Source: an optimization exercise on an open RTL-to-GDS flow (aim: small area). Production flows keep margins and buffers that such runs may drop. In this exercise RTL edits were held to simulation tests only and were not proved equivalent to the original.

## z80
module z80 (
    input clk,
    input n_reset,
    input n_int,
    input n_nmi,
    input [7:0] din,
    output reg n_iorq,
    output reg n_halt,
    output reg n_m1,
    output reg n_mreq,
    output reg n_rd,
    output reg n_wr,
    output reg [15:0] addr,
    output reg [7:0] dout,
    output reg dout_en
);
For scale: about 2,900 cells after synthesis, ~320 flip-flops, roughly 43 I/O pins.
clock: 12.0 ns
lec_check: 0
cap_margin: 20
core_margin: 2
core_utilization: 40
setup_slack_margin: 0.5
slew_margin: 20
standard.sh (not shown) runs the stock make flow with config.mk's settings and CLKGATE_MAP_FILE= SYNTH_SCRIPT=/design/flow/synth_recipe.tcl, a recipe that flattens the netlist after the stock synthesis.
==> flow/flow/run.sh <==
#!/bin/bash
# Own layout flow: the standard ORFS flow, with one change in synthesis:
# the ABC technology-mapping script (flow/abc.script) replaces ORFS's
# abc_speed/abc_area script. Everything before and after ABC (including
# dfflibmap, so every register keeps its name and cell type) is the standard flow's
# standard synthesis (synth_recipe.tcl) unchanged.
set -euo pipefail
W=$PWD
F=$W/flow

# Synthesis script: synth_recipe.tcl with a hook, inserted after its first
# line, that points ABC at flow/abc.script.
{
  head -n 1 synth_recipe.tcl
  cat <<EOT
set ::own_abc_script {$F/abc.script}
proc own_abc_hook {args} {
  set i [lsearch -exact \$::abc_args -script]
  if {\$i >= 0 && [lindex \$::abc_args [expr {\$i + 1}]] ne \$::own_abc_script} {
    set ::abc_args [lreplace \$::abc_args [expr {\$i + 1}] [expr {\$i + 1}] \$::own_abc_script]
  }
}
trace add variable ::abc_args write own_abc_hook
EOT
  tail -n +2 synth_recipe.tcl
} > own_synth.tcl

sed "s#SYNTH_SCRIPT=[^ ]*#SYNTH_SCRIPT=$W/own_synth.tcl#" standard.sh > own_standard.sh
grep -q "SYNTH_SCRIPT=$W/own_synth.tcl" own_standard.sh

# Extra ORFS make variables for the layout steps, one VAR=VALUE per line.
EXTRA=()
if [[ -f $F/make_vars.txt ]]; then
  while IFS= read -r line; do
    [[ -z "$line" || "$line" == \#* ]] && continue
    EXTRA+=("$line")
  done < "$F/make_vars.txt"
fi

bash own_standard.sh synth > synth.log 2>&1
grep -q "own_abc_script\|$F/abc.script" orfs/logs/*/z80/base/1_2_yosys.log
bash own_standard.sh "${EXTRA[@]}" finish > layout.log 2>&1
test -s out/final.def
==> flow/flow/abc.script <==
strash
&get -n
&deepsyn -T 300
&put
dch -f
amap -F 4 -A 8
topo
stime -c
==> flow/flow/make_vars.txt <==
CTS_ARGS=-sink_clustering_enable -repair_clock_nets -buf_list {sky130_fd_sc_hd__clkbuf_4 sky130_fd_sc_hd__clkbuf_8} -dont_use_dummy_load
BUFFER_PORTS_ARGS=-buffer_cell sky130_fd_sc_hd__buf_1
GPL_KEEP_OVERFLOW=0
The baseline completed without violations.
Rerun with:
==> flow/flow/make_vars.txt (replaced) <==
CTS_ARGS=-sink_clustering_enable -repair_clock_nets -buf_list {sky130_fd_sc_hd__clkbuf_8} -dont_use_dummy_load -sink_clustering_size 20 -sink_clustering_max_diameter 50
BUFFER_PORTS_ARGS=-buffer_cell sky130_fd_sc_hd__buf_1
GPL_KEEP_OVERFLOW=0
=> The changed run ran to the end with no violations. Final area drops by 1.1%. Register-to-register slack degrades by 0.08 ns. Worst setup slack got worse by 0.079 ns. First-iteration DRC count came out higher by 9.1%. Clock skew went up by 0.062 ns.
Rerun with:
==> flow/flow/abc.script (replaced) <==
strash
&get -n
&deepsyn -T 600
&put
dch -f
amap -F 4 -A 8
topo
stime -c
==> flow/flow/make_vars.txt (replaced) <==
CTS_ARGS=-sink_clustering_enable -repair_clock_nets -buf_list {sky130_fd_sc_hd__clkbuf_4 sky130_fd_sc_hd__clkbuf_8} -dont_use_dummy_load
BUFFER_PORTS_ARGS=-buffer_cell sky130_fd_sc_hd__buf_1
GPL_KEEP_OVERFLOW=0
--- a/flow/config.mk
+++ b/flow/config.mk
@@ -9,4 +9,4 @@
 export CORE_MARGIN = 2
 export CORE_UTILIZATION = 40
-export SETUP_SLACK_MARGIN = 0.5
+export SETUP_SLACK_MARGIN = 0.35
 export SLEW_MARGIN = 20
After rerunning: Wire length rose by 2.9%. Via count went up by 1.6%. Final area increases by 1.5%. First-iteration DRC count came out lower by 2.1%. Final cell count barely changes. Utilization increases by 0.92 points. Worst setup slack loses 0.11 ns. Global-route usage came out higher by 1.9 points.

## static timing again, ports no longer ideal
In the flow no input, the clock included, has a driving cell. The finished layouts below were timed again as built, in two steps. Step 1, drivers: a clkbuf_16 drives clk and a buf_2 each remaining input, both assumed. Step 2, shift: input delay + t, output delay - t, t = (earliest + latest rising clock arrival at the registers) / 2. This alone moves slack from input paths to output paths. a / b / c = ideal / step 1 / step 2; a / b = the first two.
| run | t (ns) | setup slack, ns | clock arrival spread, ns | slew at the worst register clock pin (ns) | worst slew at a driven data input, ns |
|---|---|---|---|---|---|
| the first run | 0.746 | 0.715 / 0.715 / 0.715 | 0.055 / 0.055 | 0.07 / 0.07 | 0.04 |
| the second run | 0.729 | 0.635 / 0.635 / 0.635 | 0.117 / 0.117 | 0.10 / 0.10 | 0.04 |
| the third run | 0.720 | 0.526 / 0.526 / 0.526 | 0.106 / 0.107 | 0.06 / 0.06 | 0.05 |
After both steps every run listed still meets setup and hold.
